From an optimization exercise on the open Yosys and OpenROAD flow, aimed at small area, a short achievable clock period and few clock cycles per item; shortcuts taken in it are not production practice.
Function was checked by simulation only, so behaviour that the tests miss may differ from the original.
Power is estimated from default activity; no workload was simulated.

Setup of run A:
// Milestone_1
module Milestone_1 (
		input logic clock,
		input logic resetn,
		input logic start,
		output logic done,
		input logic  [15:0] SRAM_read_data,
		output logic [15:0] SRAM_write_data,
		output logic SRAM_we_n,
		output logic [17:0] SRAM_address
);
localparam S_PEND = 2'd0, S_LO = 2'd1, S_HI = 2'd2, S_DUP = 2'd3;
localparam W_BR = 2'd0, W_GB = 2'd1, W_RG = 2'd2;
typedef struct packed {
	logic       shift;
	logic [1:0] src;
	logic       pend_ld, rdq_ld, yw_ld, qy_hi, qy_lo, evenld, qyt_ld, qu_f, qv_f, b0_ld, xsel, xsel2, xsel3, xsel4;
	logic [1:0] wsel;
	logic       wr, rd_y, yodd, rd_c, cv, fin;
	logic [1:0] cd;
} ctl_t;
function automatic ctl_t decode(input logic [4:0] f, input logic [6:0] kk, input logic last);
	ctl_t d;
	logic k79, k78;
	k79 = (kk == 7'd79);
	k78 = (kk == 7'd78);
	d = '0;
	if (!k79) begin
		case (f)
			5'd1: begin d.shift = 1'b1; d.src = S_PEND; end
			5'd2: begin d.shift = 1'b1; d.src = S_LO; end
			5'd6, 5'd7: begin d.shift = 1'b1; d.src = k78 ? S_DUP : S_HI; end
			default: d.src = S_DUP;
		endcase
	end else begin
		case (f)
			5'd1, 5'd2, 5'd6, 5'd7, 5'd13, 5'd14, 5'd15, 5'd16: begin d.shift = 1'b1; d.src = S_DUP; end
			5'd8, 5'd12, 5'd19, 5'd20: begin d.shift = 1'b1; d.src = S_HI; end
			5'd17: begin d.shift = 1'b1; d.src = S_PEND; end
			5'd18: begin d.shift = 1'b1; d.src = S_LO; end
			default: d.src = S_DUP;
		endcase
	end
	d.pend_ld = (f == 5'd6) || (k79 && (f == 5'd8 || f == 5'd19));
	d.rdq_ld  = (f == 5'd2) || (f == 5'd6) || (k79 && (f == 5'd11 || f == 5'd18 || f == 5'd19));
	d.yw_ld   = (f == 5'd1) || (f == 5'd7) || (k79 && f == 5'd20);
	d.qy_hi   = (f == 5'd4) || (!k79 && f == 5'd9) || (k79 && f == 5'd22);
	d.qy_lo   = (f == 5'd0) || (f == 5'd5);
	d.evenld  = (f == 5'd0) || (f == 5'd5);
	d.qyt_ld  = (f == 5'd0) || (f == 5'd3) || (f == 5'd5) || (f == 5'd8);
	d.qu_f    = (f == 5'd2 || f == 5'd7);
	d.qv_f    = (f == 5'd3 || f == 5'd8);
	d.xsel    = (f == 5'd0) || (f == 5'd2) || (f == 5'd5) || (f == 5'd7) || (k79 && f == 5'd10);
	d.xsel2   = (f == 5'd0) || (f == 5'd2) || (f == 5'd3) || (f == 5'd5) || (f == 5'd7) || (f == 5'd8) || (f == 5'd10);
	d.xsel3   = (f == 5'd0) || (f == 5'd2) || (f == 5'd3) || (f == 5'd5) || (f == 5'd7) || (k79 && f == 5'd10);
	d.xsel4   = (f == 5'd0) || (f == 5'd2) || (f == 5'd5) || (f == 5'd7) || (f == 5'd8) || (f == 5'd10);
  ...
For scale: about 2200 cells after synthesis, roughly 370 flip-flops, roughly 23000 um^2 of cells after synthesis.
export LEC_CHECK = 0
export CAP_MARGIN = 20
export CORE_MARGIN = 2
export CORE_UTILIZATION = 70
export CTS_BUF_LIST = sky130_fd_sc_hd__clkbuf_8 sky130_fd_sc_hd__clkbuf_16
export CTS_CLUSTER_DIAMETER = 80
export CTS_CLUSTER_SIZE = 16
export SLEW_MARGIN = 20
create_clock -name core_clock -period 11.0 [get_ports {clock}]
standard.sh (not shown) runs the stock make flow with config.mk's settings and CLKGATE_MAP_FILE= SYNTH_SCRIPT=/design/flow/synth_recipe.tcl, a recipe that flattens the netlist after the stock synthesis.
==> flow/flow/run.sh <==
#!/bin/bash
# Standard ORFS layout, with timing repair aiming below the clock period
# (setup repair margin 7.5 ns on the 11 ns clock).
set -e
export SETUP_SLACK_MARGIN=7.5
bash standard.sh > standard.log 2>&1
The flow did not stop early for run A: all stages ran, and the layout cleared the timing, design-rule and antenna checks.
Testbench counts of run A, summed over its fixed seeds: cycles 1,561,032, images 8.
> inputs changed (run A -> run B)
- setting ABC_AREA to 1 for the first time
- changing CORE_UTILIZATION from 70 to 50
[summary]
Critical path depth in cells delta for run B relative to run A: 1 lower
Compared with run A, run B shows a lower signed area change from the synthesized netlist to the final layout.
Cell count: run B higher than run A
Compared to run A, run B has relative contribution of combinational cells to total power 5.8 points higher.
Number of multi-input logic gates went up by more than 10% going from run A to run B.
[diff] post-detailed-routing wire length, run B relative to run A: regression
Compared with run A, run B is the more power-hungry design.
The higher adder-cell share of the synthesized area came out of run A.
The following lists how run C was set up differently from run B:
- ABC_AREA removed (was 1)
- From run B to run C the numbers moved as follows: effective utilization at floorplan lower, number of nets in the layout shrank by about 13%, total routing resource utilization after global routing shrank by 1.8 points, power consumption went down, maximum fanout count along the critical path moved up.
- Between run B and run C, the overall die area is higher for run B.
What run D does differently from run C at the input level:
- an added TNS_END_PERCENT of 100
- a change of CORE_UTILIZATION from 50 to 45
Notes after the runs:
The higher total power density per cell area came out of run D.
Diff run C -> run D: die width increased by 5.3% relative to the old numbers, effective utilization at floorplan saw a decrease.
Compared with run C, run D has less setup slack.
Number of buffers inserted by post-CTS setup repair | run D below run C
Of run D and run C, it is run D that has the higher floorplan die height.
Of run C and run D, run D shows the higher routed wire length, with run C below it.
Relative to run D, the following input files were edited for run E:
- removing TNS_END_PERCENT (formerly 100)
- changing CORE_UTILIZATION from 45 to 40
[summary]
Summary: with run D as the reference, cell area reported after detailed placement in run E moved up slightly. The H-tree level count was comparable across run E and run D. Post-layout total power grows slightly when moving from run D to run E. Run E: done, clean on timing, DRC and antenna. In run E the worst-case clock skew turned out 0.036 ns higher than in run D. Of run E and run D, the higher final area belongs to run E.
Input changes introduced in run F (baseline for comparison: run E):
- swapping 40 for 50 in CORE_UTILIZATION
- putting GPL_ROUTABILITY_DRIVEN at 0 where nothing was set
- putting GPL_TIMING_DRIVEN at 1 where nothing was set
### Flow results
- Run F ended up with fewer standard cells than run E.
- Wire: run F routes less than run E
- Summary of run F over run E: power after layout has decreased, maximum frequency decreased 0.74%, final non-filler cell area dropped 0.52%, utilization of the core after routing now larger, horizontal extent of the die went down.
- Standard cell core area (run F / run E): 0.803

## port drivers added, routing unchanged
How much do the figures lean on ideal ports? The routed layouts below were timed once more, with nothing changed but the port constraints. Step 1 sets driving cells, clkbuf_16 on the clock port and buf_2 on the other inputs (assumed; they add their load-dependent delay and slew). Step 2 moves the port delays by t, midway between the first and last clock arrival at a register: inputs arrive t later, outputs are due t later. That takes back most of the time a late clock gives input paths. Three values: ideal ports, drivers, drivers and shift; two values: the first two.
run | t (ns) | slack for setup (ns) | clock arrival spread, ns | slew at the worst register clock pin (ns) | worst data-port slew with drivers (ns)
run A | 0.638 | 7.284 / 7.284 / 7.209 | 0.030 / 0.030 | 0.08 / 0.08 | 0.04
run B | 0.615 | 7.597 / 7.541 / 7.283 | 0.026 / 0.027 | 0.08 / 0.08 | 0.04
run C | 0.647 | 7.531 / 7.499 / 6.920 | 0.040 / 0.039 | 0.08 / 0.08 | 0.04
run D | 0.653 | 7.509 / 7.489 / 7.209 | 0.017 / 0.017 | 0.08 / 0.08 | 0.06
run E | 0.666 | 7.524 / 7.483 / 6.887 | 0.050 / 0.051 | 0.08 / 0.08 | 0.06
run F | 0.649 | 7.498 / 7.494 / 7.165 | 0.025 / 0.025 | 0.08 / 0.08 | 0.03
After both steps setup and hold are still met in every run listed. The setup slack of run E, which loses most, moves by -0.041 ns with the drivers and by -0.637 ns with both steps.
